This design comes from an exercise in tuning for small area, a short achievable clock period and few clock cycles on the open sky130 flow, not from production work.
Where RTL was checked, it was by simulation tests only, not by an equivalence proof against the original.
No activity file was given, so power comes from the tool's default toggle rates.

== JK ==
// ahb_lite_fir_filter
module ahb_lite_fir_filter(
    input logic clk,
    input logic n_rst,
    input logic hsel,
    input logic [3:0] haddr,
    input logic hsize,
    input logic [1:0] htrans,
    input logic hwrite,
    input logic [15:0] hwdata,
    output logic [15:0] hrdata,
    output logic hresp
);
Size in the first run: about 2,500 cells after synthesis, ~44 I/O pins.
==> module ahb_lite_fir_filter, before the edit <==
module ahb_lite_fir_filter(
    input logic clk,
    input logic n_rst,
    input logic hsel,
    input logic [3:0] haddr,
    input logic hsize,
    input logic [1:0] htrans,
    input logic hwrite,
    input logic [15:0] hwdata,
    output logic [15:0] hrdata,
    output logic hresp
);
    logic        wr_q;           
    logic [3:0]  a_q;
    logic        sz_q;
    logic [13:4][7:0] regs;      
    logic [7:1]  reg14;          
    logic        busy, err;
    logic [15:0] fir_out;
    logic [16:0] r_q;
    logic [3:1]  nz_q;
    logic [13:4] be;
    wire   bad_addr = (hwrite & (haddr <= 4'd3)) | (haddr == 4'd15);
    assign hresp = bad_addr;
    always_comb begin
        for (int i = 4; i <= 13; i++)
            be[i] = wr_q & (a_q[3:1] == i[3:1]) & (sz_q | (a_q[0] == i[0]));
    end
    wire be14 = wr_q & (a_q == 4'd14);
    wire start_sample = be[4] | be[5];
    wire start_load = be14 & hwdata[0];
    always_ff @(posedge clk, negedge n_rst) begin
        if (!n_rst) begin
            wr_q <= 1'b0;
            a_q <= '0;
            sz_q <= 1'b0;
            for (int i = 4; i <= 13; i++) regs[i] <= '0;
            reg14 <= '0;
        end else begin
            wr_q <= hsel & (htrans != 2'b00) & hwrite & ~bad_addr;
            a_q <= haddr;
            sz_q <= hsize;
            for (int i = 4; i <= 13; i++)
                if (be[i]) regs[i] <= i[0] ? hwdata[15:8] : hwdata[7:0];
            if (be14) reg14 <= hwdata[0] ? 7'd0 : hwdata[7:1];
        end
    end
    magnitude mag_u(.in(r_q), .nz(nz_q), .out(fir_out));
    logic [7:0] rb [0:15];
    always_comb begin
        rb[0] = {7'd0, busy};
        rb[1] = {7'd0, err};
        rb[2] = fir_out[7:0];
        rb[3] = fir_out[15:8];
        for (int i = 4; i <= 13; i++) rb[i] = regs[i];
        rb[14] = {reg14, 1'b0};
        rb[15] = 8'd0;
        hrdata[15:8] = (a_q == 4'd14 || (!sz_q && !a_q[0])) ? 8'd0 : rb[{a_q[3:1], 1'b1}];
        hrdata[7:0]  = (!sz_q && a_q[0]) ? 8'd0 : rb[{a_q[3:1], 1'b0}];
    end
    fir_filter filt(
        .clk(clk), .n_rst(n_rst),
        .start_sample(start_sample), .start_load(start_load),
        .new_sample({regs[5], regs[4]}),
        .coeff_regs({regs[13], regs[12], regs[11], regs[10], regs[9], regs[8], regs[7], regs[6]}),
        .busy(busy), .err(err), .r_q(r_q), .nz_q(nz_q)
    );
endmodule
==> flow/config.mk <==
export PLATFORM = sky130hd
export DESIGN_NAME = ahb_lite_fir_filter
export DESIGN_NICKNAME = ahb_lite_fir_filter
export VERILOG_FILES = /design/flow/design.v
export SDC_FILE = /design/flow/constraint.sdc
export NUM_CORES = 4
export LEC_CHECK = 0
export ABC_AREA = 1
export CAP_MARGIN = 30
export CORE_MARGIN = 2
export CORE_UTILIZATION = 55
export CTS_CLUSTER_DIAMETER = 100
export CTS_CLUSTER_SIZE = 25
export SETUP_SLACK_MARGIN = 5
export SLEW_MARGIN = 30
export TNS_END_PERCENT = 100
==> flow/constraint.sdc <==
create_clock -name core_clock -period 10.0 [get_ports {clk}]
set_input_delay 2.0000 -clock core_clock [delete_from_list [all_inputs] [get_ports {clk}]]
set_output_delay 2.0000 -clock core_clock [all_outputs]
set_load 0.01 [all_outputs]
standard.sh (not shown) runs the stock make flow with config.mk's settings and CLKGATE_MAP_FILE= SYNTH_SCRIPT=/design/flow/synth_recipe.tcl, a recipe that flattens the netlist after the stock synthesis.
==> flow/flow/run.sh <==
#!/bin/bash
set -euo pipefail
bash standard.sh \
    "BUFFER_PORTS_ARGS=-buffer_cell sky130_fd_sc_hd__buf_2" \
    MATCH_CELL_FOOTPRINT=0 \
    SETUP_SLACK_MARGIN=5.3 \
    finish > orfs_make.log 2>&1
JK: flow completed, timing, DRC and antenna clean
### JK -> AL
--- a/flow/design.v
+++ b/flow/design.v
@@ -616,10 +616,10 @@
     logic [15:0] fir_out;
     logic [16:0] r_q;
     logic [3:1]  nz_q;
     logic [13:4] be;
-    wire   bad_addr = (hwrite & (haddr <= 4'd3)) | (haddr == 4'd15);
-    assign hresp = bad_addr;
+    assign hresp = hsel & ((hwrite & ((haddr <= 4'd3) | (haddr == 4'd15)))
+                         | (~hwrite & (haddr == 4'd15)));
     always_comb begin
         for (int i = 4; i <= 13; i++)
             be[i] = wr_q & (a_q[3:1] == i[3:1]) & (sz_q | (a_q[0] == i[0]));
     end
@@ -633,9 +633,9 @@
             sz_q <= 1'b0;
             for (int i = 4; i <= 13; i++) regs[i] <= '0;
             reg14 <= '0;
         end else begin
-            wr_q <= hsel & (htrans != 2'b00) & hwrite & ~bad_addr;
+            wr_q <= hsel & (htrans != 2'b00) & hwrite & ~hresp;
             a_q <= haddr;
             sz_q <= hsize;
             for (int i = 4; i <= 13; i++)
                 if (be[i]) regs[i] <= i[0] ? hwdata[15:8] : hwdata[7:0];
==> comparison <==
In AL the relative contribution of sequential cells to total power turned out 0.7 points lower than in JK. AL vs. JK: highest ir drop seen on vdd went down by 25%. In the reports for JK and AL, the smaller sum of net half-perimeters after detailed placement belongs to AL. Diff JK -> AL | period utilization | increase of 0.45 points. | share of synthesized area spent on multiplexers | AL vs JK | ≈ equal |. On synthesis-to-finish area growth, JK and AL are basically level. Delta (AL minus JK): part of the total power dissipated in the clock network shows an increase of 0.3 points, instance count after placement with tap cells included shows no meaningful change. There was hardly any difference in adder-cell share of the synthesized area between AL and JK. Fraction of area in registers (lower): AL. ~same first-pass GRT wire length in JK and AL. Status: TritonCTS buffer count parity (JK, AL).
Testbench counts of AL, summed over its fixed seeds: cycles 2,696.
No functional check of the RTL was part of JK.

[separate check: timing with driven ports]
How much do the figures lean on ideal ports? The routed layouts below were timed once more, with nothing changed but the port constraints.
Step 1, drivers: a clkbuf_16 drives clk and a buf_2 each remaining input, both assumed.
Step 2 adds t to the input delays and takes it off the output delays; t is the mean of the earliest and latest rising clock arrival at the registers after step 1. Input paths then give back, and output paths get back, about the clock's delay inside the block.
Three values: no drivers, after step 1, after step 2; two values: the first two.
| run | shift t [ns] | setup WS [ns] | worst setup path at the end | worst register clock-pin slew, ns | pins driven straight from the clock port |
|---|---|---|---|---|---|
| JK | 0.605 | 5.262 / 5.201 / 5.391 | input to output | 0.11 / 0.11 | 1 |
| AL | 0.593 | 5.218 / 5.186 / 5.186 | input to output | 0.10 / 0.10 | 1 |
After both steps every run listed still meets setup and hold. The setup slack of AL, which loses most, moves by -0.032 ns with the drivers and by -0.032 ns with both steps.
